This design comes from an exercise in tuning for small area and a short achievable clock period on the open sky130 flow, not from production work.
In this exercise RTL edits were held to simulation tests only and were not proved equivalent to the original.

## flow/design.v (module list and top-level ports; edited modules follow where they fit)
// module mas_radix_encoder: 23 lines
// module mas_radix_xnor: 3 lines
// module mas_radix_sel: 3 lines
// module mas_radix_adder: 10 lines
// module mas_radix_pfx_a: 3 lines
// module mas_radix_pfx_ap: 4 lines
// module mas_radix_pfx_o: 3 lines
// module mas_radix_pfx_op: 4 lines
// module mas_radix_inv: 3 lines
// module mas_radix_ha: 9 lines
// module mas_mul_radix_top: 2298 lines
module mas_mul_radix_top (
  input               clk,
  input               rstn,
  input        [31:0] in1,
  input        [31:0] in2,
  output logic [63:0] res
);
  // ...
==> flow/flow/run.sh <==
#!/bin/bash
# Own layout flow: the standard synthesis and layout, with the port
# buffers made from plain buffers (buffer_ports -buffer_cell) instead of the
# cell buffer_ports picks by itself.  Each tool's output goes to a log here.
set -euo pipefail
bash standard.sh synth > synth.log 2>&1
bash standard.sh "BUFFER_PORTS_ARGS=-buffer_cell sky130_fd_sc_hd__buf_2" finish > layout.log 2>&1
==> flow/standard.sh <==
#!/bin/bash
# synth_recipe.tcl (not shown) runs the flow's synth.tcl, then flattens the netlist and writes it again
# the make line also repeats each setting of config.mk as NAME=value (left out here)
make -C /OpenROAD-flow-scripts/flow DESIGN_CONFIG=/design/flow/config.mk WORK_HOME=/design/flow/orfs CLKGATE_MAP_FILE= SYNTH_SCRIPT=/design/flow/synth_recipe.tcl "${@:-finish}"
==> flow/config.mk <==
export PLATFORM = sky130hd
export DESIGN_NAME = mas_mul_radix_top
export DESIGN_NICKNAME = mas_mul_radix_top
export VERILOG_FILES = /design/flow/design.v
export SDC_FILE = /design/flow/constraint.sdc
export NUM_CORES = 4
export LEC_CHECK = 0
export CAP_MARGIN = 50
export CORE_MARGIN = 2
export CORE_UTILIZATION = 60
export SLEW_MARGIN = 75
export SYNTH_HIERARCHICAL = 1
export SYNTH_MINIMUM_KEEP_SIZE = 0
==> flow/constraint.sdc <==
create_clock -name core_clock -period 13.5 [get_ports {clk}]
set_input_delay 2.7000 -clock core_clock [delete_from_list [all_inputs] [get_ports {clk}]]
set_output_delay 2.7000 -clock core_clock [all_outputs]
set_load 0.01 [all_outputs]
==> impl_summary.txt, run 1 <==
----------------------------------------------------
[Timing]
  Ratio of final minimum period to clock period ... 66.2%
  Hold slack final ... 2.26 ns
  Unrepaired setup endpoints after global routing ... false
  Highest Clock Rate ... 112 MHz
  Final setup fails ... 0

[Logic synthesis]
  Simple logic cell fraction of the synthesized area ... 4.03%
  Warnings from Yosys ... 7
  Largest family of logic cells by synthesized area ... adder cells
  Compound-gate portion of the synthesized area ... 20.6%
  Syn Area/Cell ... 10.7 um2
  Cell types with the largest area share after synthesis ... sky130_fd_sc_hd__fa_1, sky130_fd_sc_hd__xnor2_1, sky130_fd_sc_hd__o22ai_1

[Layout]
  Registers with the most flip-flops ... res: 64 flops
  Final core occ ... 68.7%
  Final non-filler cell area ... 27200 um2
  Share of the final layout cell area in multi-input gates ... 83.2%
  Fraction of final layout cells sized beyond drive strength 1 ... 19.5%
  Largest Register ... res

[Clocking]
  CTS clock-pin slew for the worst setup and hold paths ... 0.07 ns
  Number of gates resized after CTS ... 0
  Clock tree from TritonCTS ... yes

[Status]
  Status ... finished clean

[Critical path]
  End point of the critical path ... res[47]
  Source of the critical timing path ... in2[23]
  Critical path required time ... 13.77 ns
  Number of buffers and inverters on the critical path ... 4
  Critical-path maximum fanout ... 24
  Cell breakdown of the critical path ... buf_2 > buf_8 > buf_12 > and3b_1 > a21oi_4 > buf_4 > o22ai_1 > fa_1 > fa_1 > fa_1 > fa_1 > fa_1 > fa_1 > ha_1 > nand2_1 > nor2_1 > nand2_1 > nor2_1 > nand2_1 > o21ai_2 > a21oi_2 > xnor2_1
  Worst setup SP type ... primary input

[Placed design]
  Instance area after placement ... 26600 um2
  Routability Congestion ... 1.02
  Cell total after placement ... 2975

[Floorplan]
  Die Ht ... 204 um
  Total Die Area ... 41600 um2
  Tapcell Cnt ... 525
  CORE AREA ... 39500 um2

[Global routing]
  Grt ovf ... 0

[Route]
  Routed wirelength normalized by instance count ... 30.9 um

----------------------------------------------------
==> inputs of run 2 (changes only) <==
--- a/flow/config.mk
+++ b/flow/config.mk
@@ -10,2 +10,3 @@
 export CORE_UTILIZATION = 60
+export SETUP_SLACK_MARGIN = 5
 export SLEW_MARGIN = 75
==> impl_summary.txt, run 2 <==
----------------------------------------------------
[Logic synthesis]
  Post-synthesis share of cell area spent on full adders, half adders and majority gates ... 46.6%
  Simple logic cell fraction of the synthesized area ... 4.03% (unchanged)
  Largest family of logic cells by synthesized area ... adder cells
  Cell types with the largest area share after synthesis ... sky130_fd_sc_hd__fa_1, sky130_fd_sc_hd__xnor2_1, sky130_fd_sc_hd__o22ai_1
  Cell area after technology mapping ... 24000 um2
  Synth Flop Type ... sky130_fd_sc_hd__dfrtp_1
  Fraction of synthesized cell area in xor and xnor cells ... 21.0%
  Top-count cell post-synth ... sky130_fd_sc_hd__xnor2_1
  Sequential-to-total area share from yosys stat ... 6.68%
  Warnings from Yosys ... 7 (unchanged)
  Number of cells produced by synthesis ... 2247
  Share of synthesized area spent on multiplexers ... 0%
  Cell accounting for the most synthesized area ... sky130_fd_sc_hd__fa_1
  Share of synthesized registers carrying an async set or reset ... 100%
  Syn Area/Cell ... 10.7 um2 (unchanged)
  Compound-gate portion of the synthesized area ... 20.6% (unchanged)
  Top cells by count, synth ... sky130_fd_sc_hd__xnor2_1, sky130_fd_sc_hd__o22ai_1, sky130_fd_sc_hd__fa_1
  Post-synth cell types ... 17
  Number of enable-type register cells in the synthesized netlist ... 0
  Flip-flop and latch count after synthesis ... 64
  Post-synth top area share ... 40.1%

[Critical path]
  Critical-path maximum fanout ... 38 (+58%)
  Kind of end point of the critical path ... flop
  Data arrival, critical path ... 8.67 ns
  Critical path required time ... 13.73 ns (-0.04 ns)
  Classification of the worst setup path ... primary input to flop
  Worst setup SP type ... primary input

[Timing]
  Final setup TNS ... 0 ns
  Min cycle time layout ... 8.43 ns
  Ratio of final minimum period to clock period ... 62.5% (-3.7 points)
  Unrepaired setup endpoints after global routing ... false
  Final count of pins violating max slew ... 0
  Hold slack final ... 2.30 ns (+0.0413 ns)
  Highest Clock Rate ... 119 MHz (+5.9%)
  Final hold viol count ... 0
  Final setup fails ... 0 (unchanged)

[Route]
  Wire length on met1 ... 34700 um
  Metal3 WL ... 14000 um
  Vias per cell ... 7.05
  Amount of wire on met2 after detailed routing ... 38700 um
  Iteration count of the initial detailed-routing pass ... 6
  Routed wirelength normalized by instance count ... 30.5 um (-1.4%)
  DRC violation count after routing ... 0
  Remaining number of nets flagged by the antenna check after routing ... 0
  Top layer used by detailed routing ... met5
  Iter 0 DRT Violations ... 2755
  Post-Route WL ... 91600 um
  Vias post-DR ... 21200

[Layout]
  Commonest non-fill, non-tap cells in the layout ... sky130_fd_sc_hd__xnor2_1, sky130_fd_sc_hd__o22ai_1, sky130_fd_sc_hd__fa_1, sky130_fd_sc_hd__a21oi_2, sky130_fd_sc_hd__ha_1
  Synthesis-to-layout area growth ... 14.1%
  Largest Register ... res
  Filler Cell Count ... 3087
  Registers with the most flip-flops ... res: 64 flops
  Most common library cell in the layout ignoring fill and taps ... sky130_fd_sc_hd__xnor2_1
  Max reg flops ... 64
  Fraction of final layout cells sized beyond drive strength 1 ... 20.5% (+1.0 points)
  Number of nets in the layout ... 3143

[Global routing]
  Grt ovf ... 0 (unchanged)
  All-Layer GR Usage ... 44.6%
  Largest net degree at the start of global routing ... 39
  Wire length of the first global-routing pass ... 135000 um
  Vias in the first global route ... 21200
  Antenna violations before repair ... 2

[Floorplan]
  Initial Utilization ... 60.6%
  Die Width ... 204 um
  Die Ht ... 204 um (unchanged)
  Total Die Area ... 41600 um2 (unchanged)
  Number of rows in the core area ... 73
  Number of I/O pins ... 130
  CORE AREA ... 39500 um2 (unchanged)

[Status]
  Status ... finished clean

[Clocking]
  Clock Tree Buf Depth ... 2
  Number of hold buffers added after cts ... 0
  Root Driver ... sky130_fd_sc_hd__clkbuf_16
  Number of buffers added by the clock tree synthesis step ... 9
  Number of sinks driven by the clock tree ... 64
  Clock tree from TritonCTS ... yes
  H-tree levels ... 3
  CTS clock-pin slew for the worst setup and hold paths ... 0.06 ns (about the same)

[Job]
  # Max-Cap Violations ... 0

[Placed design]
  Number of input and output port buffers inserted ... 129
  Placed wire-length estimate ... 70300 um
  Routability Congestion ... 1.02 (unchanged)

[Hold path]
  Class of the tightest hold or removal check ... primary input to async pin

----------------------------------------------------
==> run 2: cell families after synthesis <==
kind of cell               Yosys count
buffers and inverters               67
other                                2
adders and majority gates          605
DFF                                 64
xor gates and xnor gates           575
and+or+nand+nor                    204
AOI/OAI and AO/OA                  730
==> run 2: routing by layer <==
| metal | up-vias | global-route usage (%) |
|---|---|---|
| li1 | 8626 | - |
| met1 | 10500 | 60.9 |
| met2 | 1726 | 64.3 |
| met3 | 258 | 16.9 |
| met4 | 4 | 17.2 |
| met5 | - | 0 |
==> run 2: per-stage QoR <==
stage / std cells / setup slack [ns] / instance area [um2] / utilization [%]
after floorplan: 2265 / 5.10 / 24100 / -
after global placement: 2969 / 4.01 / 25800 / 65.2
after detailed placement: 2975 / 4.34 / 26500 / 67.0
after CTS: 2991 / 5.01 / 26900 / 67.9
after global routing: 3002 / 4.99 / 27300 / 69.2
final: 3003 / 5.07 / 27400 / 69.2
==> run 2: worst paths after layout <==
| kind | from | to | slack (ns) | depth (start not counted) |
|---|---|---|---|---|
| hold / removal | rstn | res[63] | 2.30 | 2 |
| min in group core_clock | in1[1] | res[1] | 3.17 | 4 |
| setup / recovery | in2[9] | res[55] | 5.07 | 21 |
| max in group asynchronous | rstn | res[6] | 10.73 | 3 |
==> run 2: cell type report <==
class,count,area (um2),area share [%]
inverters,64,243,0.887
well taps,525,657,2.40
diodes,1,2.50,0.00915
multi-input cells,2134,22700,83.0
repair buffers,199,1840,6.72
flip-flops and latches,64,1600,5.86
clock inverters,7,77.6,0.284
clock buffers,9,225,0.823
==> run 2: Yosys stat by module, one instance, submodules excluded <==
module / flops+latches / times used / cells inside / area (um2)
mas_radix_encoder: 0 / 16 / 7 / 41.3
mas_radix_adder: 0 / 480 / 1 / 20.0
mas_radix_pfx_o: 0 / 20 / 1 / 5.00
mas_radix_pfx_ap: 0 / 72 / 2 / 12.5
mas_radix_xnor: 0 / 512 / 1 / 8.76
mas_radix_pfx_a: 0 / 42 / 1 / 8.76
mas_radix_sel: 0 / 528 / 1 / 6.26
mas_radix_inv: 0 / 16 / 1 / 3.75
mas_radix_ha: 0 / 109 / 1 / 12.5
mas_mul_radix_top: 64 / 1 / 180 / 2480
mas_radix_pfx_op: 0 / 52 / 2 / 12.5
==> run 2: what timing repair did <==
action / 4_1_cts / 5_1_grt
resized for setup: 17 / 35
endpoints found under the setup margin: 29 / 30
pin swaps: 0 / 2
buffers inserted: 0 / 0
cloned: 0 / 2
==> run 2: worst max-delay path, cell delays in order <==
cell and delay, ns:
sky130_fd_sc_hd__buf_2 0.10, sky130_fd_sc_hd__buf_12 0.27, sky130_fd_sc_hd__and3b_1 0.23, sky130_fd_sc_hd__a21oi_2 0.11
sky130_fd_sc_hd__buf_6 0.30, sky130_fd_sc_hd__o22ai_1 0.17, sky130_fd_sc_hd__fa_1 0.41, sky130_fd_sc_hd__fa_1 0.45
sky130_fd_sc_hd__fa_1 0.41, sky130_fd_sc_hd__fa_1 0.53, sky130_fd_sc_hd__fa_1 0.44, sky130_fd_sc_hd__fa_1 0.47
sky130_fd_sc_hd__ha_1 0.52, sky130_fd_sc_hd__nand2_1 0.24, sky130_fd_sc_hd__nor2_2 0.25, sky130_fd_sc_hd__nand2_1 0.17
sky130_fd_sc_hd__nor2_1 0.23, sky130_fd_sc_hd__nand2_1 0.09, sky130_fd_sc_hd__o21ai_2 0.24, sky130_fd_sc_hd__a21oi_2 0.11
sky130_fd_sc_hd__xnor2_1 0.13
==> inputs of run 3 (changes only) <==
--- a/flow/config.mk
+++ b/flow/config.mk
@@ -10,3 +10,3 @@
 export CORE_UTILIZATION = 60
-export SETUP_SLACK_MARGIN = 5
+export SETUP_SLACK_MARGIN = 4.5
 export SLEW_MARGIN = 75
==> impl_summary.txt, run 3 <==
----------------------------------------------------
[Layout]
  Fraction of final layout cells sized beyond drive strength 1 ... 19.5% (-1.0 points)
  Antenna diode instance count ... 0 (-1)
  Number of nets in the layout ... 3142 (-0.032%)
  Max reg flops ... 64 (unchanged)
  Final non-filler cell area ... 27200 um2 (-0.63%)
  Largest Register ... res
  Commonest non-fill, non-tap cells in the layout ... sky130_fd_sc_hd__xnor2_1, sky130_fd_sc_hd__o22ai_1, sky130_fd_sc_hd__fa_1, sky130_fd_sc_hd__ha_1, sky130_fd_sc_hd__a21oi_2
  Registers with the most flip-flops ... res: 64 flops
  Most common library cell in the layout ignoring fill and taps ... sky130_fd_sc_hd__xnor2_1
  Final core occ ... 68.7% (-0.44 points)
  Synthesis-to-layout area growth ... 13.4%

[Timing]
  Min cycle time layout ... 8.73 ns (+0.295 ns)
  Highest Clock Rate ... 115 MHz (-3.4%)
  Final count of pins violating max slew ... 0 (unchanged)
  Final hold viol count ... 0 (unchanged)
  Final setup fails ... 0 (unchanged)
  Setup WS post-layout ... 4.77 ns (-0.295 ns)
  Unrepaired setup endpoints after global routing ... false
  Ratio of final minimum period to clock period ... 64.7% (+2.2 points)
  Final setup TNS ... 0 ns (unchanged)

[Logic synthesis]
  Cell types with the largest area share after synthesis ... sky130_fd_sc_hd__fa_1, sky130_fd_sc_hd__xnor2_1, sky130_fd_sc_hd__o22ai_1
  Flip-flop and latch count after synthesis ... 64 (unchanged)
  Post-synth top area share ... 40.1% (unchanged)
  Warnings from Yosys ... 7 (unchanged)
  Number of enable-type register cells in the synthesized netlist ... 0 (unchanged)
  Share of synthesized area spent on multiplexers ... 0% (unchanged)
  Syn Area/Cell ... 10.7 um2 (unchanged)
  Number of cells produced by synthesis ... 2247 (unchanged)
  Top cells by count, synth ... sky130_fd_sc_hd__xnor2_1, sky130_fd_sc_hd__o22ai_1, sky130_fd_sc_hd__fa_1
  Share of synthesized registers carrying an async set or reset ... 100% (unchanged)
  Fraction of synthesized cell area in xor and xnor cells ... 21.0% (unchanged)
  Post-synthesis share of cell area spent on full adders, half adders and majority gates ... 46.6% (unchanged)
  Simple logic cell fraction of the synthesized area ... 4.03% (unchanged)
  Post-synth cell types ... 17 (unchanged)
  Top-count cell post-synth ... sky130_fd_sc_hd__xnor2_1
  Largest family of logic cells by synthesized area ... adder cells
  Cell area after technology mapping ... 24000 um2 (unchanged)
  Cell accounting for the most synthesized area ... sky130_fd_sc_hd__fa_1
  Sequential-to-total area share from yosys stat ... 6.68% (unchanged)
  Compound-gate portion of the synthesized area ... 20.6% (unchanged)
  Synth Flop Type ... sky130_fd_sc_hd__dfrtp_1

[Route]
  Remaining number of nets flagged by the antenna check after routing ... 0 (unchanged)
  DRC violation count after routing ... 0 (unchanged)
  Vias post-DR ... 21100 (-0.21%)
  Iteration count of the initial detailed-routing pass ... 9 (+3)
  Post-Route WL ... 92900 um (+1.4%)
  Iter 0 DRT Violations ... 2728 (-0.98%)
  Routed wirelength normalized by instance count ... 31.0 um (+1.5%)
  Vias per cell ... 7.04 (-0.14%)

[Global routing]
  Global-route met3 utilization ... 18.1% (+1.2 points)
  Grt ovf ... 0 (unchanged)
  All-Layer GR Usage ... 45.2% (+0.64 points)
  Global-route track usage on met1 ... 60.2% (-0.71 points)
  Peak-usage layer in the global routing report ... met2
  Wire length of the first global-routing pass ... 137000 um (+0.99%)
  Met2 global-route usage ... 64.3% (about the same)
  Largest net degree at the start of global routing ... 39 (unchanged)
  Antenna violations before repair ... 4 (+2)
  Vias in the first global route ... 21400 (+0.71%)

[Clocking]
  Number of sinks driven by the clock tree ... 64 (unchanged)
  Number of gates resized after CTS ... 0 (-17)
  Number of setup buffers added after CTS ... 0 (unchanged)
  Clock Tree Buf Depth ... 2 (unchanged)
  Clock tree from TritonCTS ... yes
  Number of hold buffers added after cts ... 0 (unchanged)
  Root Driver ... sky130_fd_sc_hd__clkbuf_16
  CTS clock-pin slew for the worst setup and hold paths ... 0.07 ns (about the same)
  H-tree levels ... 3 (unchanged)
  Number of buffers added by the clock tree synthesis step ... 9 (unchanged)

[Floorplan]
  Initial Utilization ... 60.6% (unchanged)
  Number of rows in the core area ... 73 (unchanged)
  Total Die Area ... 41600 um2 (unchanged)
  Die Ht ... 204 um (unchanged)
  Die Width ... 204 um (unchanged)
  Number of I/O pins ... 130 (unchanged)
  CORE AREA ... 39500 um2 (unchanged)

[Critical path]
  Critical-path maximum fanout ... 33 (-13%)
  Critical path required time ... 13.77 ns (+0.04 ns)
  Classification of the worst setup path ... primary input to flop
  Worst setup SP type ... primary input
  Data arrival, critical path ... 9.00 ns (+0.33 ns)
  Kind of end point of the critical path ... flop

[Placed design]
  Placed wire-length estimate ... 72300 um (+2.8%)
  Routability Congestion ... 1.02 (unchanged)
  Instance area after placement ... 26600 um2 (+0.25%)
  Pre-CTS setup slack ... 4.41 ns (+0.0625 ns)
  Number of input and output port buffers inserted ... 129 (unchanged)

[Status]
  Status ... finished clean

[Job]
  # Max-Cap Violations ... 0 (unchanged)

[Hold path]
  Class of the tightest hold or removal check ... primary input to async pin

----------------------------------------------------
==> run 3: kinds of logic (layout without fill, tap and decap cells) <==
logic type | after synthesis | after routing
AO/OA/AOI/OAI | 730 | 730
XOR/XNOR | 575 | 575
adder cells (fa/ha/maj) | 605 | 605
buffers and inverters | 67 | 278
flip-flops | 64 | 64
other | 2 | 20
AND/OR/NAND/NOR | 204 | 204
==> run 3: worst max-delay path by stage <==
stage,start,to,cells past startpoint
finish,in2[7],res[47],22
global route,in2[23],res[47],22
CTS,in2[23],res[47],21
detailed placement,in2[23],res[47],21
global placement,in2[5],res[47],20
floorplan,in2[3],res[55],18
==> run 3: Yosys stat by module (local to each module, per instance) <==
module | flip-flops and latches | cells | area [um2]
mas_radix_xnor | 0 | 1 | 8.76
mas_radix_sel | 0 | 1 | 6.26
mas_radix_inv | 0 | 1 | 3.75
mas_radix_pfx_ap | 0 | 2 | 12.5
mas_radix_encoder | 0 | 7 | 41.3
mas_radix_pfx_o | 0 | 1 | 5.00
mas_radix_pfx_a | 0 | 1 | 8.76
mas_radix_pfx_op | 0 | 2 | 12.5
mas_radix_adder | 0 | 1 | 20.0
mas_mul_radix_top | 64 | 180 | 2480
mas_radix_ha | 0 | 1 | 12.5
==> run 3: area by class of cell <==
class / count / area (um2)
Inverter: 64 / 258
Timing Repair Buffer: 198 / 1750
Tap cell: 525 / 657
Clock inverter: 7 / 71.3
Clock buffer: 9 / 225
Sequential cell: 64 / 1600
Fill cell: 3079 / 12400
Multi-Input combinational cell: 2134 / 22600
==> run 3: layer usage <==
| layer | part of all wire (%) | wire [um] |
|---|---|---|
| met1 | 37 | 34100 |
| met2 | 41 | 38300 |
| met3 | 16 | 15000 |
| met4 | 5.9 | 5530 |
| met5 | 0.055 | 51 |
==> run 3: stage by stage <==
step	instances	hold slack, ns
after floorplan	2265	2.40
after global placement	2962	2.91
after detailed placement	2975	2.64
after CTS	2991	2.25
after global routing	3001	2.26
final	3001	2.26
==> run 3: critical path: stages <==
cell and delay [ns]:
sky130_fd_sc_hd__buf_2 0.10, sky130_fd_sc_hd__buf_8 0.21, sky130_fd_sc_hd__buf_16 0.22, sky130_fd_sc_hd__ha_1 0.25
sky130_fd_sc_hd__inv_1 0.06, sky130_fd_sc_hd__buf_6 0.28, sky130_fd_sc_hd__o22ai_1 0.21, sky130_fd_sc_hd__fa_1 0.44
sky130_fd_sc_hd__fa_1 0.52, sky130_fd_sc_hd__fa_1 0.44, sky130_fd_sc_hd__fa_1 0.41, sky130_fd_sc_hd__fa_1 0.56
sky130_fd_sc_hd__fa_1 0.44, sky130_fd_sc_hd__ha_1 0.42, sky130_fd_sc_hd__nand2_1 0.20, sky130_fd_sc_hd__nor2_1 0.29
sky130_fd_sc_hd__nand2_1 0.17, sky130_fd_sc_hd__nor2_1 0.31, sky130_fd_sc_hd__nand2_1 0.11, sky130_fd_sc_hd__o21ai_2 0.32
sky130_fd_sc_hd__a21oi_2 0.11, sky130_fd_sc_hd__xnor2_1 0.18
==> inputs of run 4 (changes only) <==
--- a/flow/config.mk
+++ b/flow/config.mk
@@ -7,3 +7,3 @@
 export LEC_CHECK = 0
-export CAP_MARGIN = 50
+export CAP_MARGIN = 30
 export CORE_MARGIN = 2
@@ -11,3 +11,3 @@
 export SETUP_SLACK_MARGIN = 4.5
-export SLEW_MARGIN = 75
+export SLEW_MARGIN = 50
 export SYNTH_HIERARCHICAL = 1
==> impl_summary.txt, run 4 <==
----------------------------------------------------
[Status]
  Status ... finished clean

[Layout]
  Synthesis-to-layout area growth ... 9.68%
  Registers with the most flip-flops ... res: 64 flops
  Max reg flops ... 64 (unchanged)
  Largest Register ... res
  Commonest non-fill, non-tap cells in the layout ... sky130_fd_sc_hd__xnor2_1, sky130_fd_sc_hd__o22ai_1, sky130_fd_sc_hd__fa_1, sky130_fd_sc_hd__a21oi_2, sky130_fd_sc_hd__ha_1
  Filler Cell Count ... 3234 (+5.0%)
  Most common library cell in the layout ignoring fill and taps ... sky130_fd_sc_hd__xnor2_1
  Number of nets in the layout ... 3123 (-0.60%)
  Fraction of final layout cells sized beyond drive strength 1 ... 17.1% (-2.4 points)

[Placed design]
  Placed wire-length estimate ... 72000 um (-0.46%)
  Routability Congestion ... 1.02 (unchanged)
  Number of input and output port buffers inserted ... 129 (unchanged)
  Pre-CTS setup slack ... 3.92 ns (-0.489 ns)

[Route]
  Routed wirelength normalized by instance count ... 30.8 um (-0.36%)
  Vias per cell ... 7.03 (-0.14%)
  Remaining number of nets flagged by the antenna check after routing ... 0 (unchanged)
  Iter 0 DRT Violations ... 2605 (-4.5%)
  DRC violation count after routing ... 0 (unchanged)
  Vias post-DR ... 21000 (-0.71%)
  Post-Route WL ... 92000 um (-0.93%)
  Iteration count of the initial detailed-routing pass ... 8 (-1)

[Floorplan]
  Number of rows in the core area ... 73 (unchanged)
  Die Ht ... 204 um (unchanged)
  Number of I/O pins ... 130 (unchanged)
  Initial Utilization ... 60.6% (unchanged)
  Die Width ... 204 um (unchanged)
  Total Die Area ... 41600 um2 (unchanged)
  CORE AREA ... 39500 um2 (unchanged)

[Logic synthesis]
  Number of enable-type register cells in the synthesized netlist ... 0 (unchanged)
  Top cells by count, synth ... sky130_fd_sc_hd__xnor2_1, sky130_fd_sc_hd__o22ai_1, sky130_fd_sc_hd__fa_1
  Post-synth top area share ... 40.1% (unchanged)
  Syn Area/Cell ... 10.7 um2 (unchanged)
  Synth Flop Type ... sky130_fd_sc_hd__dfrtp_1
  Flip-flop and latch count after synthesis ... 64 (unchanged)
  Top-count cell post-synth ... sky130_fd_sc_hd__xnor2_1
  Cell accounting for the most synthesized area ... sky130_fd_sc_hd__fa_1
  Cell area after technology mapping ... 24000 um2 (unchanged)
  Number of cells produced by synthesis ... 2247 (unchanged)
  Post-synth cell types ... 17 (unchanged)
  Sequential-to-total area share from yosys stat ... 6.68% (unchanged)
  Share of synthesized registers carrying an async set or reset ... 100% (unchanged)
  Cell types with the largest area share after synthesis ... sky130_fd_sc_hd__fa_1, sky130_fd_sc_hd__xnor2_1, sky130_fd_sc_hd__o22ai_1
  Warnings from Yosys ... 7 (unchanged)

[Critical path]
  Number of buffers and inverters on the critical path ... 4 (-1)
  Worst setup SP type ... primary input
  Data arrival, critical path ... 9.19 ns (+0.19 ns)
  Largest delay share family, worst path ... adder cells
  Critical-path maximum fanout ... 38 (+15%)
  Slowest library cell on the worst path ... sky130_fd_sc_hd__fa_1
  Stage delay of the slowest cell on the critical path ... 0.58 ns (+0.02 ns)
  Kind of end point of the critical path ... flop
  Critical path required time ... 13.75 ns (-0.02 ns)
  Cell repeated most along the worst path ... sky130_fd_sc_hd__fa_1
  Classification of the worst setup path ... primary input to flop
  Cell breakdown of the critical path ... buf_2 > buf_6 > ha_1 > inv_1 > buf_4 > o22ai_1 > fa_1 > fa_1 > fa_1 > fa_1 > fa_1 > fa_1 > ha_1 > nand2_1 > nor2_1 > nand2_1 > nor2_1 > nand2_1 > o21ai_2 > a21oi_2 > xnor2_1

[Global routing]
  All-Layer GR Usage ... 44.9% (-0.35 points)
  Vias in the first global route ... 21300 (-0.38%)
  Antenna violations before repair ... 2 (-2)
  Largest net degree at the start of global routing ... 65 (+67%)
  Wire length of the first global-routing pass ... 135000 um (-1.2%)
  Grt ovf ... 0 (unchanged)

[Timing]
  Ratio of final minimum period to clock period ... 66.2% (+1.5 points)
  Final setup fails ... 0 (unchanged)
  Unrepaired setup endpoints after global routing ... false
  Final count of pins violating max slew ... 0 (unchanged)
  Final setup TNS ... 0 ns (unchanged)
  Min cycle time layout ... 8.94 ns (+0.208 ns)
  Setup WS post-layout ... 4.56 ns (-0.208 ns)
  Highest Clock Rate ... 112 MHz (-2.3%)
  Worst slew margin ... 46.1%
  Final hold viol count ... 0 (unchanged)
  Transition time of the tightest slew-check pin ... 0.808 ns

[Clocking]
  H-tree levels ... 3 (unchanged)
  Number of buffers added by the clock tree synthesis step ... 9 (unchanged)
  Number of hold buffers added after cts ... 0 (unchanged)
  CTS clock-pin slew for the worst setup and hold paths ... 0.07 ns (about the same)
  Clock tree from TritonCTS ... yes
  Root Driver ... sky130_fd_sc_hd__clkbuf_16
  Number of sinks driven by the clock tree ... 64 (unchanged)
  Clock Tree Buf Depth ... 2 (unchanged)

[Job]
  # Max-Cap Violations ... 0 (unchanged)

[Hold path]
  Class of the tightest hold or removal check ... primary input to async pin

----------------------------------------------------
==> run 4: through the flow <==
step	util [%]	instance area, um2	instances	hold slack, ns
2_1_floorplan	-	24000	2265	2.40
3_3_place_gp	65.1	25700	2962	2.91
3_5_place_dp	65.4	25800	2965	2.81
4_1_cts	66.2	26200	2981	2.43
5_1_grt	66.5	26300	2983	2.47
6_report	66.5	26300	2984	2.42
==> run 4: per-layer routing <==
| metal | part of all wire, % | global-route usage (%) |
|---|---|---|
| met1 | 36 | 59.3 |
| met5 | 0.075 | 1.19 |
| met4 | 6.1 | 22.5 |
| met2 | 41 | 63.3 |
| met3 | 16 | 18.6 |
==> run 4: final timing paths <==
path                       depth (start not counted)  startpoint      end
min                                                2        rstn  res[49]
min in group core_clock                            4      in1[0]   res[1]
max in group asynchronous                          2        rstn  res[11]
max                                               21      in2[7]  res[43]
==> run 4: layout make-up <==
type	instances	area, um2	area share, %
antenna	2	5.00	0.0190
clock inverter	7	71.3	0.271
timing repair buffer	179	1190	4.53
multi-input combinational	2134	22300	84.8
clock buffer	9	225	0.856
inverter	64	254	0.966
tap	525	657	2.50
sequential	64	1600	6.09
==> run 4: cell families after synthesis <==
| family | count (synthesis) | synth area share [%] |
|---|---|---|
| buffers and inverters | 67 | 1.06 |
| AND/OR/NAND/NOR | 204 | 4.03 |
| XOR/XNOR | 575 | 21.0 |
| adder cells (fa/ha/maj) | 605 | 46.6 |
| AO/OA/AOI/OAI | 730 | 20.6 |
| flip-flops | 64 | 6.68 |
| other | 2 | 0.0313 |
==> run 4: repair_timing <==
| action | CTS | global route |
|---|---|---|
| setup endpoints to repair | 6 | 25 |
| pin swaps | 0 | 0 |
| buffers inserted | 0 | 0 |
| gates resized for setup | 6 | 23 |
==> run 4: modules after synthesis (local to each module, per instance), excerpt <==
| module | flops+latches | cell area (um2) |
|---|---|---|
| mas_mul_radix_top | 64 | 2480 |
| mas_radix_encoder | 0 | 41.3 |
| mas_radix_adder | 0 | 20.0 |
| mas_radix_ha | 0 | 12.5 |
| mas_radix_pfx_op | 0 | 12.5 |
| mas_radix_pfx_ap | 0 | 12.5 |
| mas_radix_xnor | 0 | 8.76 |
| mas_radix_pfx_a | 0 | 8.76 |
| mas_radix_sel | 0 | 6.26 |
==> inputs of run 5 (changes only) <==
--- a/flow/config.mk
+++ b/flow/config.mk
@@ -10,3 +10,3 @@
 export CORE_UTILIZATION = 60
-export SETUP_SLACK_MARGIN = 4.5
+export SETUP_SLACK_MARGIN = 5
 export SLEW_MARGIN = 50
==> impl_summary.txt, run 5 <==
----------------------------------------------------
[Status]
  Status ... finished clean

[Clocking]
  CTS clock-pin slew for the worst setup and hold paths ... 0.07 ns (about the same)
  Clock tree from TritonCTS ... yes
  Root Driver ... sky130_fd_sc_hd__clkbuf_16
  Number of buffers added by the clock tree synthesis step ... 9 (unchanged)
  Number of hold buffers added after cts ... 0 (unchanged)
  Clock Tree Buf Depth ... 2 (unchanged)
  H-tree levels ... 3 (unchanged)
  Number of sinks driven by the clock tree ... 64 (unchanged)

[Layout]
  Fraction of final layout cells sized beyond drive strength 1 ... 18.3% (+1.2 points)
  Max reg flops ... 64 (unchanged)
  Largest Register ... res
  Filler Cell Count ... 3200 (-1.1%)
  Combined area of the multi-input logic cells ... 22400 um2 (+0.38%)
  Registers with the most flip-flops ... res: 64 flops
  Synthesis-to-layout area growth ... 11.3%
  Commonest non-fill, non-tap cells in the layout ... sky130_fd_sc_hd__xnor2_1, sky130_fd_sc_hd__o22ai_1, sky130_fd_sc_hd__fa_1, sky130_fd_sc_hd__a21oi_2, sky130_fd_sc_hd__ha_1
  Combined flip-flop and latch cell area ... 1600 um2 (unchanged)
  Number of nets in the layout ... 3131 (+0.26%)
  Most common library cell in the layout ignoring fill and taps ... sky130_fd_sc_hd__xnor2_1

[Route]
  Vias per cell ... 7.06 (+0.46%)
  DRC violation count after routing ... 0 (unchanged)
  Remaining number of nets flagged by the antenna check after routing ... 0 (unchanged)
  Iteration count of the initial detailed-routing pass ... 6 (-2)
  Iter 0 DRT Violations ... 2671 (+2.5%)
  Routed wirelength normalized by instance count ... 30.6 um (-0.72%)
  Post-Route WL ... 91600 um (-0.49%)
  Vias post-DR ... 21100 (+0.70%)

[Critical path]
  Data arrival, critical path ... 8.68 ns (-0.51 ns)
  Classification of the worst setup path ... primary input to flop
  Worst setup SP type ... primary input
  Critical path required time ... 13.75 ns (about the same)
  Critical-path maximum fanout ... 38 (unchanged)
  Kind of end point of the critical path ... flop

[Global routing]
  Antenna violations before repair ... 2 (unchanged)
  Vias in the first global route ... 21200 (-0.22%)
  Grt ovf ... 0 (unchanged)
  Largest net degree at the start of global routing ... 65 (unchanged)
  Wire length of the first global-routing pass ... 136000 um (+0.55%)
  All-Layer GR Usage ... 44.7% (-0.16 points)

[Timing]
  Setup WS post-layout ... 5.07 ns (+0.506 ns)
  Min cycle time layout ... 8.43 ns (-0.506 ns)
  Final setup TNS ... 0 ns (unchanged)
  Highest Clock Rate ... 119 MHz (+6.0%)
  Ratio of final minimum period to clock period ... 62.4% (-3.8 points)
  Unrepaired setup endpoints after global routing ... false
  Final setup fails ... 0 (unchanged)
  Final count of pins violating max slew ... 0 (unchanged)
  Transition time of the tightest slew-check pin ... 0.829 ns (+0.0209 ns)
  Worst slew margin ... 44.7% (-1.4 points)
  Final hold viol count ... 0 (unchanged)

[Floorplan]
  Initial Utilization ... 60.6% (unchanged)
  Die Width ... 204 um (unchanged)
  Total Die Area ... 41600 um2 (unchanged)
  CORE AREA ... 39500 um2 (unchanged)
  Number of rows in the core area ... 73 (unchanged)
  Die Ht ... 204 um (unchanged)
  Number of I/O pins ... 130 (unchanged)

[Logic synthesis]
  Cell accounting for the most synthesized area ... sky130_fd_sc_hd__fa_1
  Top cells by count, synth ... sky130_fd_sc_hd__xnor2_1, sky130_fd_sc_hd__o22ai_1, sky130_fd_sc_hd__fa_1
  Number of enable-type register cells in the synthesized netlist ... 0 (unchanged)
  Sequential-to-total area share from yosys stat ... 6.68% (unchanged)
  Number of cells produced by synthesis ... 2247 (unchanged)
  Flip-flop and latch count after synthesis ... 64 (unchanged)
  Share of synthesized registers carrying an async set or reset ... 100% (unchanged)
  Syn Area/Cell ... 10.7 um2 (unchanged)
  Warnings from Yosys ... 7 (unchanged)
  Post-synth top area share ... 40.1% (unchanged)
  Cell types with the largest area share after synthesis ... sky130_fd_sc_hd__fa_1, sky130_fd_sc_hd__xnor2_1, sky130_fd_sc_hd__o22ai_1
  Synth Flop Type ... sky130_fd_sc_hd__dfrtp_1
  Cell area after technology mapping ... 24000 um2 (unchanged)
  Post-synth cell types ... 17 (unchanged)
  Top-count cell post-synth ... sky130_fd_sc_hd__xnor2_1

[Placed design]
  Pre-CTS setup slack ... 3.98 ns (+0.0690 ns)
  Routability Congestion ... 1.02 (unchanged)
  Placed wire-length estimate ... 70600 um (-1.9%)
  Number of input and output port buffers inserted ... 129 (unchanged)

[Hold path]
  Class of the tightest hold or removal check ... primary input to async pin

[Job]
  # Max-Cap Violations ... 0 (unchanged)

----------------------------------------------------
-- run 5: metrics by stage --
| step | util (%) | cells | area (um2) | hold WS [ns] |
|---|---|---|---|---|
| finish | 67.5 | 2991 | 26700 | 2.42 |
| global route | 67.4 | 2990 | 26700 | 2.47 |
| CTS | 66.8 | 2989 | 26400 | 2.44 |
| detailed placement | 65.5 | 2972 | 25900 | 2.81 |
| global placement | 65.2 | 2969 | 25800 | 2.90 |
| floorplan | - | 2265 | 24100 | 2.40 |
-- run 5: what timing repair did --
| action | CTS | global route |
|---|---|---|
| buffers inserted | 1 | 0 |
| gates resized for setup | 43 | 65 |
| endpoints found under the setup margin | 32 | 30 |
| gates cloned | 0 | 1 |
| pin swaps | 0 | 1 |
| hold endpoints to repair | 0 | 0 |
-- run 5: cells by family after synthesis --
family	share of synthesized area [%]
other	0.0313
AO/OA/AOI/OAI	20.6
flip-flops	6.68
XOR/XNOR	21.0
adder cells (fa/ha/maj)	46.6
AND/OR/NAND/NOR	4.03
buffers and inverters	1.06
-- run 5: layout make-up --
cell class | count | share of cell area [%]
Antenna cell | 1 | 0.00938
Clock buffer | 10 | 0.896
Clock inverter | 6 | 0.342
Inverter | 64 | 0.929
Multi-Input combinational cell | 2134 | 83.9
Sequential cell | 64 | 6.00
Tap cell | 525 | 2.46
Timing Repair Buffer | 187 | 5.48
-- run 5: worst max-delay path, stage by stage --
cell and delay, ns:
sky130_fd_sc_hd__buf_2 0.10, sky130_fd_sc_hd__buf_12 0.27, sky130_fd_sc_hd__inv_1 0.26, sky130_fd_sc_hd__nor2_1 0.61, sky130_fd_sc_hd__inv_1 0.25, sky130_fd_sc_hd__fa_1 0.50
sky130_fd_sc_hd__fa_1 0.49, sky130_fd_sc_hd__fa_1 0.48, sky130_fd_sc_hd__fa_1 0.60, sky130_fd_sc_hd__fa_1 0.50, sky130_fd_sc_hd__ha_1 0.46, sky130_fd_sc_hd__nand2_1 0.18
sky130_fd_sc_hd__nor2_2 0.23, sky130_fd_sc_hd__nand2_1 0.15, sky130_fd_sc_hd__nor2_1 0.22, sky130_fd_sc_hd__nand2_1 0.10, sky130_fd_sc_hd__o21ai_2 0.29, sky130_fd_sc_hd__a21oi_2 0.10
sky130_fd_sc_hd__xnor2_1 0.13
-- run 5: Yosys stat by module (local to each module, per instance), a selection --
module            flops+latches  area [um2]  times used
mas_radix_xnor                0        8.76         512
mas_radix_inv                 0        3.75          16
mas_radix_pfx_ap              0        12.5          72
mas_radix_sel                 0        6.26         528
mas_radix_adder               0        20.0         480
mas_radix_ha                  0        12.5         109
mas_radix_pfx_a               0        8.76          42
-- run 5: per-layer routing --
layer | share of wire (%) | vias up | GRT usage, % | wire [um]
met4 | 5.4 | 6 | 19.4 | 4900
met1 | 37 | 10400 | 60.9 | 33600
met3 | 16 | 300 | 17.1 | 14900
met5 | 0.11 | - | 0 | 100
met2 | 42 | 1786 | 63.7 | 38000
li1 | - | 8599 | - | -
-- run 5: final timing paths --
check / end / depth (start not counted) / from / slack [ns]
worst max-delay path: res[51] / 19 / in2[9] / 5.07
worst min-delay path: res[48] / 2 / rstn / 2.42
max in group asynchronous: res[7] / 2 / rstn / 10.65
min in group core_clock: res[0] / 5 / in2[1] / 3.24
==> inputs of run 6 (changes only) <==
--- a/flow/config.mk
+++ b/flow/config.mk
@@ -10,2 +10,3 @@
 export CORE_UTILIZATION = 60
+export PLACE_DENSITY = 0.8
 export SETUP_SLACK_MARGIN = 5
==> impl_summary.txt, run 6 <==
----------------------------------------------------
[Status]
  Status ... finished clean

[Global routing]
  Antenna violations before repair ... 3 (+1)
  Largest net degree at the start of global routing ... 65 (unchanged)
  All-Layer GR Usage ... 47.0% (+2.3 points)
  Grt ovf ... 0 (unchanged)
  Vias in the first global route ... 22300 (+5.0%)
  Wire length of the first global-routing pass ... 141000 um (+4.1%)

[Critical path]
  Critical path required time ... 13.76 ns (about the same)
  Slowest library cell on the worst path ... sky130_fd_sc_hd__fa_1
  Worst setup SP type ... primary input
  Cell repeated most along the worst path ... sky130_fd_sc_hd__fa_1
  Kind of end point of the critical path ... flop
  Classification of the worst setup path ... primary input to flop
  Cell breakdown of the critical path ... buf_2 > buf_12 > ha_1 > clkinvlp_4 > buf_6 > o22ai_1 > fa_1 > fa_1 > fa_1 > fa_1 > fa_1 > ha_1 > nand2_1 > nor2_1 > nand2_1 > nor2_2 > a21oi_4 > o21ai_2 > a21oi_2 > xnor2_1
  Data arrival, critical path ... 8.77 ns (+0.09 ns)
  Stage delay of the slowest cell on the critical path ... 0.61 ns (about the same)
  Critical-path maximum fanout ... 38 (unchanged)
  Largest delay share family, worst path ... adder cells
  Number of buffers and inverters on the critical path ... 4 (unchanged)

[Route]
  Iter 0 DRT Violations ... 2550 (-4.5%)
  Vias per cell ... 7.13 (+1.0%)
  DRC violation count after routing ... 0 (unchanged)
  Vias post-DR ... 21400 (+1.2%)
  Routed wirelength normalized by instance count ... 31.8 um (+4.0%)
  Post-Route WL ... 95400 um (+4.1%)
  Iteration count of the initial detailed-routing pass ... 6 (unchanged)
  Remaining number of nets flagged by the antenna check after routing ... 0 (unchanged)

[Layout]
  Largest Register ... res
  Post-route non-filler standard cell count ... 2996 (+0.17%)
  Filler Cell Count ... 3139 (-1.9%)
  Final non-filler cell area ... 26900 um2 (+0.96%)
  Registers with the most flip-flops ... res: 64 flops
  Most common library cell in the layout ignoring fill and taps ... sky130_fd_sc_hd__xnor2_1
  Fraction of final layout cells sized beyond drive strength 1 ... 19.6% (+1.3 points)
  Max reg flops ... 64 (unchanged)
  Synthesis-to-layout area growth ... 12.3%
  Number of nets in the layout ... 3137 (+0.19%)
  Commonest non-fill, non-tap cells in the layout ... sky130_fd_sc_hd__xnor2_1, sky130_fd_sc_hd__o22ai_1, sky130_fd_sc_hd__fa_1, sky130_fd_sc_hd__a21oi_2, sky130_fd_sc_hd__ha_1

[Placed design]
  Cell total after placement ... 2968 (-0.13%)
  Instance area after placement ... 25900 um2 (-0.22%)
  Number of input and output port buffers inserted ... 129 (unchanged)
  Routability Congestion ... 1.03 (+1.5%)
  Placed wire-length estimate ... 71800 um (+1.7%)
  Pre-CTS setup slack ... 4.01 ns (+0.0276 ns)

[Clocking]
  H-tree levels ... 3 (unchanged)
  Number of sinks driven by the clock tree ... 64 (unchanged)
  CTS clock-pin slew for the worst setup and hold paths ... 0.09 ns (+0.02 ns)
  Clock tree from TritonCTS ... yes
  Clock Tree Buf Depth ... 2 (unchanged)
  Root Driver ... sky130_fd_sc_hd__clkbuf_16
  Number of hold buffers added after cts ... 0 (unchanged)
  Number of buffers added by the clock tree synthesis step ... 9 (unchanged)

[Timing]
  Unrepaired setup endpoints after global routing ... true
  Highest Clock Rate ... 117 MHz (-0.99%)
  Final setup TNS ... 0 ns (unchanged)
  Ratio of final minimum period to clock period ... 63.1% (+0.62 points)
  Final count of pins violating max slew ... 0 (unchanged)
  Setup WS post-layout ... 4.99 ns (-0.0842 ns)
  Final hold viol count ... 0 (unchanged)
  Hold slack final ... 2.31 ns (-0.108 ns)
  Min cycle time layout ... 8.51 ns (+0.0841 ns)
  Final setup fails ... 0 (unchanged)
  Transition time of the tightest slew-check pin ... 0.801 ns (-0.0283 ns)
  Worst slew margin ... 46.6% (+1.9 points)

[Logic synthesis]
  Top cells by count, synth ... sky130_fd_sc_hd__xnor2_1, sky130_fd_sc_hd__o22ai_1, sky130_fd_sc_hd__fa_1
  Synth Flop Type ... sky130_fd_sc_hd__dfrtp_1
  Sequential-to-total area share from yosys stat ... 6.68% (unchanged)
  Warnings from Yosys ... 7 (unchanged)
  Flip-flop and latch count after synthesis ... 64 (unchanged)
  Syn Area/Cell ... 10.7 um2 (unchanged)
  Share of synthesized registers carrying an async set or reset ... 100% (unchanged)
  Post-synth top area share ... 40.1% (unchanged)
  Number of enable-type register cells in the synthesized netlist ... 0 (unchanged)
  Top-count cell post-synth ... sky130_fd_sc_hd__xnor2_1
  Number of cells produced by synthesis ... 2247 (unchanged)
  Post-synth cell types ... 17 (unchanged)
  Cell area after technology mapping ... 24000 um2 (unchanged)
  Cell types with the largest area share after synthesis ... sky130_fd_sc_hd__fa_1, sky130_fd_sc_hd__xnor2_1, sky130_fd_sc_hd__o22ai_1
  Cell accounting for the most synthesized area ... sky130_fd_sc_hd__fa_1

[Floorplan]
  Total Die Area ... 41600 um2 (unchanged)
  Die Width ... 204 um (unchanged)
  Die Ht ... 204 um (unchanged)
  Initial Utilization ... 60.6% (unchanged)
  Number of I/O pins ... 130 (unchanged)
  CORE AREA ... 39500 um2 (unchanged)
  Number of rows in the core area ... 73 (unchanged)

[Job]
  # Max-Cap Violations ... 0 (unchanged)

[Hold path]
  Class of the tightest hold or removal check ... primary input to async pin

----------------------------------------------------
## run 6: cell types whose count changed in the layout (fill, tap and decap cells not counted), sizes merged
cell	delta
buf	+7
inv	-6
clkinv	+2
clkinvlp	+2
## run 6: final timing paths
check,slack (ns),start,end,depth (start not counted)
worst max-delay path,4.99,in2[1],res[55],20
worst min-delay path,2.31,rstn,res[3],1
max in group asynchronous,10.72,rstn,res[51],1
min in group core_clock,3.13,in2[1],res[0],5
## run 6: repair_timing
action | in CTS | in global routing
gates resized for setup | 63 | 93
setup buffers | 3 | 8
cloned | 0 | 0
endpoints found under the setup margin | 33 | 33
pin swaps | 1 | 3
## run 6: Yosys stat by module (local to each module, per instance), a selection
| module | cells | copies in the design | cell area (um2) |
|---|---|---|---|
| mas_radix_xnor | 1 | 512 | 8.76 |
| mas_radix_adder | 1 | 480 | 20.0 |
| mas_radix_encoder | 7 | 16 | 41.3 |
| mas_radix_inv | 1 | 16 | 3.75 |
| mas_radix_pfx_ap | 2 | 72 | 12.5 |
| mas_radix_pfx_o | 1 | 20 | 5.00 |
| mas_mul_radix_top | 180 | 1 | 2480 |
| mas_radix_pfx_a | 1 | 42 | 8.76 |
| mas_radix_pfx_op | 2 | 52 | 12.5 |
| mas_radix_ha | 1 | 109 | 12.5 |
## run 6: kinds of logic (layout without fill, tap and decap cells)
group | Yosys count | in the layout | synth area share [%]
flops | 64 | 64 | 6.68
buf+inv | 67 | 272 | 1.06
other cells | 2 | 21 | 0.0313
simple gates | 204 | 204 | 4.03
compound gates | 730 | 730 | 20.6
xor+xnor | 575 | 575 | 21.0
fa+ha+maj | 605 | 605 | 46.6
## run 6: metal layers
layer	vias up	global-route usage, %	share of wire [%]
met5	-	0	0.013
met4	2	26.3	6.5
met3	377	19.9	16
met2	1806	67.0	42
met1	10600	60.1	36
li1	8600	-	-
## run 6: area by class of cell
class / instances / area [um2] / area share (%)
multi-input combinational: 2134 / 22600 / 83.9
sequential: 64 / 1600 / 5.95
timing repair buffer: 193 / 1510 / 5.60
tap: 525 / 657 / 2.44
inverter: 64 / 269 / 0.999
clock buffer: 11 / 233 / 0.864
clock inverter: 4 / 70.1 / 0.260
antenna: 1 / 2.50 / 0.00929
## run 6: metrics by stage
step | util [%]
final | 68.1
after detailed placement | 65.4
after global placement | 65.2
after floorplan | -
after global routing | 68.1
after CTS | 66.9
==> inputs of run 7 (changes only) <==
--- a/flow/config.mk
+++ b/flow/config.mk
@@ -10,3 +10,3 @@
 export CORE_UTILIZATION = 60
-export PLACE_DENSITY = 0.8
+export GPL_ROUTABILITY_DRIVEN = 0
 export SETUP_SLACK_MARGIN = 5
==> impl_summary.txt, run 7 <==
----------------------------------------------------
[Logic synthesis]
  Top cells by count, synth ... sky130_fd_sc_hd__xnor2_1, sky130_fd_sc_hd__o22ai_1, sky130_fd_sc_hd__fa_1
  Cell accounting for the most synthesized area ... sky130_fd_sc_hd__fa_1
  Post-synth cell types ... 17 (unchanged)
  Warnings from Yosys ... 7 (unchanged)
  Sequential-to-total area share from yosys stat ... 6.68% (unchanged)
  Syn Area/Cell ... 10.7 um2 (unchanged)
  Cell types with the largest area share after synthesis ... sky130_fd_sc_hd__fa_1, sky130_fd_sc_hd__xnor2_1, sky130_fd_sc_hd__o22ai_1
  Synth Flop Type ... sky130_fd_sc_hd__dfrtp_1
  Flip-flop and latch count after synthesis ... 64 (unchanged)
  Top-count cell post-synth ... sky130_fd_sc_hd__xnor2_1
  Number of cells produced by synthesis ... 2247 (unchanged)
  Post-synth top area share ... 40.1% (unchanged)
  Cell area after technology mapping ... 24000 um2 (unchanged)
  Number of enable-type register cells in the synthesized netlist ... 0 (unchanged)
  Share of synthesized registers carrying an async set or reset ... 100% (unchanged)

[Critical path]
  Data arrival, critical path ... 8.72 ns (-0.05 ns)
  Critical-path maximum fanout ... 33 (-13%)
  Classification of the worst setup path ... primary input to flop
  Kind of end point of the critical path ... flop
  Worst setup SP type ... primary input
  Critical path required time ... 13.75 ns (about the same)

[Global routing]
  Vias in the first global route ... 21400 (-4.2%)
  All-Layer GR Usage ... 44.9% (-2.0 points)
  Grt ovf ... 0 (unchanged)
  Met2 global-route usage ... 63.5% (-3.5 points)
  Wire length of the first global-routing pass ... 136000 um (-3.6%)
  Global-route track usage on met1 ... 60.9% (+0.77 points)
  Peak-usage layer in the global routing report ... met2
  Global-route met3 utilization ... 17.1% (-2.8 points)
  Antenna violations before repair ... 3 (unchanged)
  Largest net degree at the start of global routing ... 65 (unchanged)

[Layout]
  Synthesis-to-layout area growth ... 11.8%
  Post-route non-filler standard cell count ... 2993 (-0.10%)
  Max reg flops ... 64 (unchanged)
  Antenna diode instance count ... 0 (-1)
  Largest Register ... res
  Fraction of final layout cells sized beyond drive strength 1 ... 18.8% (-0.88 points)
  Registers with the most flip-flops ... res: 64 flops
  Commonest non-fill, non-tap cells in the layout ... sky130_fd_sc_hd__xnor2_1, sky130_fd_sc_hd__o22ai_1, sky130_fd_sc_hd__fa_1, sky130_fd_sc_hd__a21oi_2, sky130_fd_sc_hd__ha_1
  Number of nets in the layout ... 3134 (-0.096%)
  Most common library cell in the layout ignoring fill and taps ... sky130_fd_sc_hd__xnor2_1
  Final core occ ... 67.8% (-0.30 points)

[Route]
  Iteration count of the initial detailed-routing pass ... 7 (+1)
  Vias per cell ... 7.03 (-1.3%)
  DRC violation count after routing ... 0 (unchanged)
  Vias post-DR ... 21100 (-1.4%)
  Routed wirelength normalized by instance count ... 30.8 um (-3.4%)
  Remaining number of nets flagged by the antenna check after routing ... 0 (unchanged)
  Post-Route WL ... 92000 um (-3.5%)
  Iter 0 DRT Violations ... 2583 (+1.3%)

[Placed design]
  Number of input and output port buffers inserted ... 129 (unchanged)
  Placed wire-length estimate ... 70400 um (-1.9%)
  Cell total after placement ... 2968 (unchanged)
  Pre-CTS setup slack ... 3.92 ns (-0.0967 ns)

[Timing]
  Final setup TNS ... 0 ns (unchanged)
  Worst slew margin ... 49.1% (+2.5 points)
  Final count of pins violating max slew ... 0 (unchanged)
  Unrepaired setup endpoints after global routing ... true
  Ratio of final minimum period to clock period ... 62.7% (-0.33 points)
  Min cycle time layout ... 8.47 ns (-0.0443 ns)
  Final setup fails ... 0 (unchanged)
  Final hold viol count ... 0 (unchanged)
  Highest Clock Rate ... 118 MHz (+0.52%)
  Setup WS post-layout ... 5.03 ns (+0.0443 ns)
  Transition time of the tightest slew-check pin ... 0.764 ns (-0.0374 ns)

[Floorplan]
  Initial Utilization ... 60.6% (unchanged)
  Die Width ... 204 um (unchanged)
  CORE AREA ... 39500 um2 (unchanged)
  Die Ht ... 204 um (unchanged)
  Number of I/O pins ... 130 (unchanged)
  Number of rows in the core area ... 73 (unchanged)
  Total Die Area ... 41600 um2 (unchanged)

[Clocking]
  Root Driver ... sky130_fd_sc_hd__clkbuf_16
  H-tree levels ... 3 (unchanged)
  Clock Tree Buf Depth ... 2 (unchanged)
  Number of buffers added by the clock tree synthesis step ... 9 (unchanged)
  Number of sinks driven by the clock tree ... 64 (unchanged)
  CTS clock-pin slew for the worst setup and hold paths ... 0.06 ns (-0.03 ns)
  Clock tree from TritonCTS ... yes

[Job]
  # Max-Cap Violations ... 0 (unchanged)

[Status]
  Status ... finished clean

[Hold path]
  Class of the tightest hold or removal check ... primary input to async pin

----------------------------------------------------
run 7: cell counts after synthesis:
No cell type changed its count.
run 7: critical path, cell delays in order:
cell and delay (ns):
sky130_fd_sc_hd__buf_2 0.17, sky130_fd_sc_hd__buf_12 0.21, sky130_fd_sc_hd__and3b_1 0.21, sky130_fd_sc_hd__a21oi_2 0.15, sky130_fd_sc_hd__buf_8 0.28, sky130_fd_sc_hd__o22ai_1 0.18
sky130_fd_sc_hd__fa_1 0.51, sky130_fd_sc_hd__fa_1 0.54, sky130_fd_sc_hd__fa_1 0.43, sky130_fd_sc_hd__fa_1 0.40, sky130_fd_sc_hd__fa_1 0.50, sky130_fd_sc_hd__fa_1 0.42
sky130_fd_sc_hd__ha_1 0.44, sky130_fd_sc_hd__nand2_1 0.18, sky130_fd_sc_hd__nor2_2 0.23, sky130_fd_sc_hd__nand2_1 0.14, sky130_fd_sc_hd__nor2_2 0.25, sky130_fd_sc_hd__nand2_1 0.13
sky130_fd_sc_hd__o21ai_4 0.24, sky130_fd_sc_hd__a21oi_2 0.09, sky130_fd_sc_hd__xnor2_1 0.23
run 7: final cells by class:
cell class | instances | area [um2]
Clock inverter | 6 | 90.1
Timing Repair Buffer | 190 | 1530
Clock buffer | 10 | 239
Inverter | 64 | 255
Tap cell | 525 | 657
Multi-Input combinational cell | 2134 | 22400
Sequential cell | 64 | 1600
Fill cell | 3223 | 12700
run 7: per-module statistics from Yosys (local to each module, per instance), excerpt:
module             cells inside  times used  cell area [um2]  flops+latches
mas_radix_pfx_a               1          42             8.76              0
mas_radix_ha                  1         109             12.5              0
mas_radix_sel                 1         528             6.26              0
mas_radix_xnor                1         512             8.76              0
mas_radix_pfx_o               1          20             5.00              0
mas_radix_encoder             7          16             41.3              0
mas_mul_radix_top           180           1             2480             64
mas_radix_pfx_ap              2          72             12.5              0
mas_radix_adder               1         480             20.0              0
mas_radix_pfx_op              2          52             12.5              0
run 7: kinds of logic (layout without fill, tap and decap cells):
| group | after synthesis | count (layout) | share of synthesized area, % |
|---|---|---|---|
| xor+xnor | 575 | 575 | 21.0 |
| other cells | 2 | 20 | 0.0313 |
| buf+inv | 67 | 270 | 1.06 |
| compound gates | 730 | 730 | 20.6 |
| simple gates | 204 | 204 | 4.03 |
| fa+ha+maj | 605 | 605 | 46.6 |
| flops | 64 | 64 | 6.68 |
run 7: stage by stage:
stage | hold WS (ns) | instance area, um2
6_report | 2.42 | 26800
5_1_grt | 2.47 | 26800
4_1_cts | 2.44 | 26400
3_5_place_dp | 2.81 | 25800
3_3_place_gp | 2.90 | 25800
2_1_floorplan | 2.40 | 24100
run 7: timing repair:
action	CTS	global route
pin swaps	0	1
resized for setup	56	72
endpoints found under the hold margin	0	0
cloned	0	3
buffers inserted	3	3
setup endpoints to repair	32	31
hold buffers	0	0
run 7: worst max-delay path by stage:
stage             from  endpoint  cells after the start
4_1_cts         in2[9]   res[43]                     21
3_5_place_dp    in2[5]   res[43]                     21
5_1_grt         in2[9]   res[55]                     21
6_report        in2[9]   res[43]                     21
3_3_place_gp    in2[5]   res[47]                     21
2_1_floorplan  in2[23]   res[53]                     18
run 7: per-layer routing:
metal  wire length (um)  part of all wire, %
met1              34400                   37
met2              37600                   41
met3              14300                   16
met4               5670                  6.2
met5                 60                0.065
==> inputs of run 8 (changes only) <==
--- a/flow/config.mk
+++ b/flow/config.mk
@@ -9,4 +9,3 @@
 export CORE_MARGIN = 2
-export CORE_UTILIZATION = 60
-export GPL_ROUTABILITY_DRIVEN = 0
+export CORE_UTILIZATION = 66
 export SETUP_SLACK_MARGIN = 5
==> impl_summary.txt, run 8 <==
----------------------------------------------------
[Placed design]
  Number of input and output port buffers inserted ... 129 (unchanged)
  Pre-CTS setup slack ... 3.74 ns (-0.180 ns)
  Instance area after placement ... 25700 um2 (-0.57%)

[Logic synthesis]
  Cell area after technology mapping ... 24000 um2 (unchanged)
  Number of cells produced by synthesis ... 2247 (unchanged)
  Cell accounting for the most synthesized area ... sky130_fd_sc_hd__fa_1
  Post-synth top area share ... 40.1% (unchanged)
  Simple logic cell fraction of the synthesized area ... 4.03% (unchanged)
  Synth Flop Type ... sky130_fd_sc_hd__dfrtp_1
  Fraction of synthesized cell area in xor and xnor cells ... 21.0% (unchanged)
  Compound-gate portion of the synthesized area ... 20.6% (unchanged)
  Cell types with the largest area share after synthesis ... sky130_fd_sc_hd__fa_1, sky130_fd_sc_hd__xnor2_1, sky130_fd_sc_hd__o22ai_1
  Warnings from Yosys ... 7 (unchanged)
  Top cells by count, synth ... sky130_fd_sc_hd__xnor2_1, sky130_fd_sc_hd__o22ai_1, sky130_fd_sc_hd__fa_1
  Top-count cell post-synth ... sky130_fd_sc_hd__xnor2_1
  Flip-flop and latch count after synthesis ... 64 (unchanged)
  Post-synth cell types ... 17 (unchanged)

[Route]
  Iteration count of the initial detailed-routing pass ... 8 (+1)
  Vias per cell ... 7.44 (+5.7%)
  DRC violation count after routing ... 0 (unchanged)
  Remaining number of nets flagged by the antenna check after routing ... 0 (unchanged)
  Routed wirelength normalized by instance count ... 32.0 um (+4.1%)
  Post-Route WL ... 93900 um (+2.1%)

[Timing]
  Final setup TNS ... 0 ns (unchanged)
  Transition time of the tightest slew-check pin ... 0.821 ns (+0.0575 ns)
  Final hold viol count ... 0 (unchanged)
  Final count of pins violating max slew ... 0 (unchanged)
  Ratio of final minimum period to clock period ... 62.7% (about the same)
  Min cycle time layout ... 8.47 ns (+0.000640 ns)
  Setup WS post-layout ... 5.03 ns (-0.000640 ns)
  Highest Clock Rate ... 118 MHz (about the same)

[Layout]
  Synthesis-to-layout area growth ... 11.9% (about the same)
  Combined flip-flop and latch cell area ... 1600 um2 (unchanged)
  Number of nets in the layout ... 3141 (+0.22%)
  Max reg flops ... 64 (unchanged)
  Antenna diode instance count ... 0 (unchanged)
  Fraction of final layout cells sized beyond drive strength 1 ... 19.1% (+0.35 points)
  Most common library cell in the layout ignoring fill and taps ... sky130_fd_sc_hd__xnor2_1
  Largest Register ... res
  Registers with the most flip-flops ... res: 64 flops
  Final non-filler cell area ... 26800 um2 (about the same)
  Combined area of the multi-input logic cells ... 22500 um2 (+0.15%)

[Clocking]
  Number of sinks driven by the clock tree ... 64 (unchanged)
  Clock tree from TritonCTS ... yes

[Critical path]
  Slowest library cell on the worst path ... sky130_fd_sc_hd__fa_1
  Critical path required time ... 13.75 ns (about the same)
  Classification of the worst setup path ... primary input to flop
  Worst setup SP type ... primary input
  Cell breakdown of the critical path ... buf_2 > buf_6 > and3b_1 > a21oi_2 > buf_4 > o22ai_1 > fa_1 > fa_1 > fa_1 > fa_1 > fa_1 > ha_2 > nand2_1 > nor2_4 > nand2_1 > nor2_2 > nand2_1 > o21ai_4 > a21oi_2 > xnor2_1
  Data arrival, critical path ... 8.72 ns (about the same)
  Cell repeated most along the worst path ... sky130_fd_sc_hd__fa_1
  Kind of end point of the critical path ... flop
  Stage delay of the slowest cell on the critical path ... 0.60 ns (+0.06 ns)

[Floorplan]
  Total Die Area ... 37900 um2 (-8.9%)
  Number of rows in the core area ... 69 (-5.5%)
  Initial Utilization ... 67.2% (+6.6 points)
  Die Ht ... 195 um (-4.6%)
  Number of I/O pins ... 130 (unchanged)
  Die Width ... 195 um (-4.6%)

[Hold path]
  Class of the tightest hold or removal check ... primary input to async pin

[Global routing]
  Largest net degree at the start of global routing ... 65 (unchanged)
  Antenna violations before repair ... 1 (-2)

[Status]
  Status ... finished clean

[Job]
  # Max-Cap Violations ... 0 (unchanged)

----------------------------------------------------
-- run 8: through the flow --
| step | cells | hold slack [ns] |
|---|---|---|
| after global routing | 2936 | 2.51 |
| after global placement | 2900 | 2.91 |
| final | 2936 | 2.45 |
| after detailed placement | 2900 | 2.85 |
| after floorplan | 2265 | 2.40 |
| after CTS | 2916 | 2.47 |
-- run 8: worst paths after layout --
check	to	slack, ns	cells past startpoint
setup / recovery	res[43]	5.03	20
hold / removal	res[62]	2.45	2
max in group asynchronous	res[15]	10.62	2
min in group core_clock	res[63]	3.28	7
-- run 8: logic make-up after synthesis --
logic type,Yosys count
buffers and inverters,67
DFF,64
xor gates and xnor gates,575
and+or+nand+nor,204
adders and majority gates,605
AOI/OAI and AO/OA,730
other,2
-- run 8: cell type report --
| cell class | instances | area share, % |
|---|---|---|
| repair buffers | 196 | 5.92 |
| clock buffers | 10 | 0.854 |
| clock inverters | 6 | 0.313 |
| flip-flops and latches | 64 | 5.97 |
| repair inverters | 1 | 0.0280 |
| inverters | 64 | 0.961 |
| multi-input cells | 2134 | 83.8 |
| well taps | 461 | 2.15 |
-- run 8: Yosys stat by module (local to each module, per instance), a selection --
module             copies in the design  flops+latches  cell area (um2)  cells inside
mas_radix_pfx_op                     52              0             12.5             2
mas_radix_pfx_a                      42              0             8.76             1
mas_radix_encoder                    16              0             41.3             7
mas_radix_pfx_ap                     72              0             12.5             2
mas_radix_adder                     480              0             20.0             1
mas_radix_pfx_o                      20              0             5.00             1
mas_radix_sel                       528              0             6.26             1
mas_radix_inv                        16              0             3.75             1
mas_radix_xnor                      512              0             8.76             1
-- run 8: timing repair --
item	CTS	global route
setup endpoints to repair	35	30
cloned	0	5
pin swaps	0	3
resized for setup	55	71
buffers inserted	0	14
hold endpoints to repair	0	0
-- run 8: routing by layer --
metal,global-route usage (%),part of all wire [%]
met1,63.1,34
met2,71.1,41
met4,29.3,7.7
met5,0.383,0.087
met3,19.4,17

## port drivers added, routing unchanged
In the flow no input, the clock included, has a driving cell. The finished layouts below were timed again as built, in two steps.
Step 1 (the two cells are an assumption about what drives the block):
set clk [get_ports {clk}]
set_driving_cell -lib_cell sky130_fd_sc_hd__clkbuf_16 $clk
set_driving_cell -lib_cell sky130_fd_sc_hd__buf_2 [delete_from_list [all_inputs] $clk]
Step 2, shift: input delay + t, output delay - t, t = (earliest + latest rising clock arrival at the registers) / 2. This alone moves slack from input paths to output paths.
Slacks: no drivers / after step 1 / after step 2; pairs: no drivers / after step 1.
run | shift t [ns] | setup slack, ns | slew at the worst register clock pin (ns)
run 1 | 0.400 | 4.567 / 4.595 / 4.194 | 0.07 / 0.07
run 2 | 0.394 | 5.066 / 5.090 / 4.696 | 0.06 / 0.06
run 3 | 0.400 | 4.771 / 4.800 / 4.400 | 0.07 / 0.07
run 4 | 0.403 | 4.563 / 4.590 / 4.187 | 0.07 / 0.07
run 5 | 0.394 | 5.069 / 5.095 / 4.702 | 0.07 / 0.07
run 6 | 0.445 | 4.985 / 5.025 / 4.580 | 0.09 / 0.09
run 7 | 0.392 | 5.030 / 5.052 / 4.661 | 0.06 / 0.06
run 8 | 0.396 | 5.029 / 5.047 / 4.651 | 0.06 / 0.06
After both steps every run listed still meets setup and hold. For run 6, which loses most, drivers alone change the setup slack by +0.040 ns; drivers and shift together by -0.405 ns.
